From an optimization exercise on the open Yosys and OpenROAD flow, aimed at small area, a short achievable clock period and few clock cycles per item; shortcuts taken in it are not production practice.
In this exercise RTL edits were held to simulation tests only and were not proved equivalent to the original.

==> flow/design.v <==
module k_constants (Addr, K);    
    input [5:0] Addr;
    output [31:0] K;
    reg [31:0] current_k;
    assign K = current_k;
    always @ (Addr) begin : addr_mux
        case(Addr)
          00: current_k = 32'h428a2f98;    01: current_k = 32'h71374491;
          02: current_k = 32'hb5c0fbcf;    03: current_k = 32'he9b5dba5;
          04: current_k = 32'h3956c25b;    05: current_k = 32'h59f111f1;
          06: current_k = 32'h923f82a4;    07: current_k = 32'hab1c5ed5;
          08: current_k = 32'hd807aa98;    09: current_k = 32'h12835b01;
          10: current_k = 32'h243185be;    11: current_k = 32'h550c7dc3;
          12: current_k = 32'h72be5d74;    13: current_k = 32'h80deb1fe;
          14: current_k = 32'h9bdc06a7;    15: current_k = 32'hc19bf174;
          16: current_k = 32'he49b69c1;    17: current_k = 32'hefbe4786;
          18: current_k = 32'h0fc19dc6;    19: current_k = 32'h240ca1cc;
          20: current_k = 32'h2de92c6f;    21: current_k = 32'h4a7484aa;
          22: current_k = 32'h5cb0a9dc;    23: current_k = 32'h76f988da;
          24: current_k = 32'h983e5152;    25: current_k = 32'ha831c66d;
          26: current_k = 32'hb00327c8;    27: current_k = 32'hbf597fc7;
          28: current_k = 32'hc6e00bf3;    29: current_k = 32'hd5a79147;
          30: current_k = 32'h06ca6351;    31: current_k = 32'h14292967;
          32: current_k = 32'h27b70a85;    33: current_k = 32'h2e1b2138;
          34: current_k = 32'h4d2c6dfc;    35: current_k = 32'h53380d13;
          36: current_k = 32'h650a7354;    37: current_k = 32'h766a0abb;
          38: current_k = 32'h81c2c92e;    39: current_k = 32'h92722c85;
          40: current_k = 32'ha2bfe8a1;    41: current_k = 32'ha81a664b;
          42: current_k = 32'hc24b8b70;    43: current_k = 32'hc76c51a3;
          44: current_k = 32'hd192e819;    45: current_k = 32'hd6990624;
          46: current_k = 32'hf40e3585;    47: current_k = 32'h106aa070;
          48: current_k = 32'h19a4c116;    49: current_k = 32'h1e376c08;
          50: current_k = 32'h2748774c;    51: current_k = 32'h34b0bcb5;
          52: current_k = 32'h391c0cb3;    53: current_k = 32'h4ed8aa4a;
          54: current_k = 32'h5b9cca4f;    55: current_k = 32'h682e6ff3;
          56: current_k = 32'h748f82ee;    57: current_k = 32'h78a5636f;
          58: current_k = 32'h84c87814;    59: current_k = 32'h8cc70208;
          60: current_k = 32'h90befffa;    61: current_k = 32'ha4506ceb;
          62: current_k = 32'hbef9a3f7;    63: current_k = 32'hc67178f2;
        endcase
    end
endmodule
module calc_w (W0, W1, W9, W14, WOut);
    input  [31:0] W0, W1, W9, W14;
    output [31:0] WOut;
    wire [31:0] s0 = {W1[6:0], W1[31:7]} ^ {W1[17:0], W1[31:18]} ^ (W1 >> 3);
    wire [31:0] s1 = {W14[16:0], W14[31:17]} ^ {W14[18:0], W14[31:19]} ^ (W14 >> 10);
    wire [31:0] x1s, x1c, x2s, x2c;
    csa32 c1 (W0, W9, s0, x1s, x1c);
    csa32 c2 (x1s, x1c, s1, x2s, x2c);
    assign WOut = x2s + x2c;
endmodule
module hash_algorithm (HKW, A, B, C, D, E, F, G, AOut, EOut);
    input  [31:0] HKW, A, B, C, D, E, F, G;
    output [31:0] AOut, EOut;
    wire [31:0] s1  = {E[5:0], E[31:6]} ^ {E[10:0], E[31:11]} ^ {E[24:0], E[31:25]};
    wire [31:0] ch  = (E & F) ^ (~E & G);
    wire [31:0] s0  = {A[1:0], A[31:2]} ^ {A[12:0], A[31:13]} ^ {A[21:0], A[31:22]};
    wire [31:0] maj = (A & B) | (C & (A | B));
    wire [31:0] e1s, e1c, e2s, e2c;
    csa32 ce1 (HKW, s1, ch, e1s, e1c);
    csa32 ce2 (e1s, e1c, D, e2s, e2c);
    assign EOut = e2s + e2c;
    wire [31:0] x1s, x1c, x2s, x2c, x3s, x3c;
    csa32 c1 (HKW, ch, maj, x1s, x1c);
    csa32 c2 (x1s, x1c, s1, x2s, x2c);
    csa32 c3 (x2s, x2c, s0, x3s, x3c);
    assign AOut = x3s + x3c;
endmodule
module csa32 (X, Y, Z, S, C);
    input  [31:0] X, Y, Z;
    output [31:0] S, C;
    wire [31:0] m = (X & Y) | (X & Z) | (Y & Z);
    assign S = X ^ Y ^ Z;
    assign C = {m[30:0], 1'b0};
endmodule
module sha256 (Clk, Reset, Start, Chunk, Digest, DigestReady);
    input          Clk;
    input          Reset;
    input          Start;
    input  [511:0] Chunk;
    output [255:0] Digest;
    output reg     DigestReady;
    localparam [31:0] H0A = 32'h6a09e667, H0B = 32'hbb67ae85,
                      H0C = 32'h3c6ef372, H0D = 32'ha54ff53a,
                      H0E = 32'h510e527f, H0F = 32'h9b05688c,
                      H0G = 32'h1f83d9ab, H0H = 32'h5be0cd19;
    localparam [31:0] K0  = 32'h428a2f98, K1  = 32'h71374491,
                      K63 = 32'hc67178f2;
    localparam [31:0] DFIX = H0E - H0A;    
    reg         busy;                  
    reg  [5:0]  cnt;                   
    reg  [31:0] kreg;                  
    reg  [31:0] a, b, c, d, e, f, g, h;
    reg  [31:0] hkw;                   
    reg  [31:0] w [0:15];              
    wire [31:0] k, w_new, a_new, e_new;
    wire        last = busy && (cnt == 6'd1);     
    wire        r62  = busy && (cnt == 6'd0);     
    k_constants    kc (cnt, k);
    calc_w         cw (w[0], w[1], w[9], w[14], w_new);
    hash_algorithm ha (hkw, a, b, c, d, e, f, g, a_new, e_new);
    wire [31:0] p1s, p1c;
    csa32 p1 (g, kreg, w[1], p1s, p1c);
    wire [31:0] d_add = c + (last ? H0D : DFIX);
    wire [31:0] w0 = Chunk[511:480];
    always @(posedge Clk, negedge Reset) begin
        if (!Reset) begin
            busy        <= 1'b0;
            cnt         <= 6'd2;
            DigestReady <= 1'b0;
        end else begin
            cnt <= busy ? cnt + 6'd1 : 6'd2;
            if (busy) begin
                if (last) begin
                    busy        <= 1'b0;
                    DigestReady <= 1'b1;
                end
            end else if (Start) begin
                busy        <= 1'b1;
                DigestReady <= 1'b0;
            end
        end
    end
    integer i;
    always @(posedge Clk) begin
        if (busy) begin
            kreg <= last ? K0 : (cnt == 6'd63) ? K63 + H0A : k;
            hkw  <= p1s + p1c;
            for (i = 0; i < 15; i = i + 1) w[i] <= w[i + 1];
            w[15] <= w_new;
            if (last) begin
                {b, c, d} <= {a + H0B, b + H0C, d_add};
                {f, g, h} <= {e + H0F, f + H0G, g + H0H};
            end else if (r62) begin
                {b, c, d} <= {a, b, d_add};
                {f, g, h} <= {e, f, g};
            end else begin
                {b, c, d} <= {a, b, c};
                {f, g, h} <= {e, f, g};
            end
        end else begin
            kreg <= Start ? K1 : K0;
            hkw  <= w0 + (H0H + K0);
            for (i = 0; i < 16; i = i + 1) w[i] <= Chunk[511 - 32*i -: 32];
            if (Start) begin
                {b, c, d} <= {H0B, H0C, H0D};
                {f, g, h} <= {H0F, H0G, H0H};
            end
        end
    end
    wire [31:0] a_idle = (a & ~{32{Start}}) | (H0A & {32{Start}});
    wire [31:0] e_idle = (e & ~{32{Start}}) | (H0E & {32{Start}});
    always @(posedge Clk) begin
        a <= busy ? a_new : a_idle;
        e <= busy ? e_new : e_idle;
    end
    assign Digest = {a, b, c, d, e, f, g, h};
endmodule
Settings: LEC_CHECK=0, ABC_CLOCK_PERIOD_IN_PS=3000, CAP_MARGIN=20, CORE_MARGIN=2, CORE_UTILIZATION=58, CTS_CLUSTER_DIAMETER=80, CTS_CLUSTER_SIZE=20, SETUP_SLACK_MARGIN=5, SLEW_MARGIN=20; clock period 10.0 ns.
standard.sh (not shown) runs the stock make flow with config.mk's settings and CLKGATE_MAP_FILE= SYNTH_SCRIPT=/design/flow/synth_recipe.tcl, a recipe that flattens the netlist after the stock synthesis.
==> flow/flow/run.sh <==
#!/bin/bash
# The standard layout (the standard.sh) with two changes:
#  - the port buffers inserted before placement are made from the smallest
#    buffer instead of the resizer's default pick;
#  - Yosys's synth skips its internal quick ABC pass (-noabc), so that the
#    full adders ORFS extracts from the carry-save logic keep the polarity
#    the RTL gives them instead of gaining inverters between them. ORFS's
#    own ABC mapping after adder extraction runs as usual.
set -euo pipefail
bash standard.sh "BUFFER_PORTS_ARGS=-buffer_cell sky130_fd_sc_hd__buf_1" "SYNTH_ARGS=-noabc" finish > standard_flow.log 2>&1
The starting point ran to the end with no violations.
Testbench counts at the start, summed over its fixed seeds: cycles 16,640, hashes 256.
Next try:
- CORE_UTILIZATION: 58 -> 50
Result:
- The new run finished clean
- utilization goes down by 8.8 points
- area after synthesis is unchanged
- global-route usage goes down by 3.5 points
- final area goes up by 0.43%
- cell count goes up by 3.0%
Next try:
- CORE_UTILIZATION: 50 -> 55
- TNS_END_PERCENT: default -> 5
First-iteration DRC count went down by 13%.
Via count went up by 0.39%.
Worst setup slack got worse by 0.15 ns.
Clock skew went up by 0.0033 ns.
Maximum frequency went down by 2.9%.
Routed wire length went down by 3.6%.
Utilization went up by 5.0 points.

## re-timing with driven ports
The results above use ideal ports. As a check the final layouts listed here were re-extracted and re-timed, cells and wires unchanged.
Step 1: set_driving_cell puts a clkbuf_16 on Clk and a buf_2 on each other input, an assumption about the parent block.
Step 2 also shifts input and output timing later by t, the mid clock arrival at the registers, as if the neighbouring blocks saw the same clock.
Three values: ideal, step 1, step 2; two values: the first two.
| run | t, ns | slack for setup (ns) | worst hold slack (ns) | latest minus earliest clock arrival (ns) |
|---|---|---|---|---|
| the first run | 0.716 | 5.114 / 5.114 / 5.114 | 0.452 / 0.452 / 0.452 | 0.034 / 0.033 |
| the second run | 0.750 | 5.111 / 5.111 / 4.831 | 0.452 / 0.452 / 0.452 | 0.029 / 0.029 |
| the third run | 0.724 | 4.965 / 4.965 / 4.572 | 0.451 / 0.451 / 0.451 | 0.028 / 0.028 |
After both steps setup and hold are still met in every run listed. The setup slack of the third run, which loses most, moves by 0.000 ns with the drivers and by -0.393 ns with both steps.
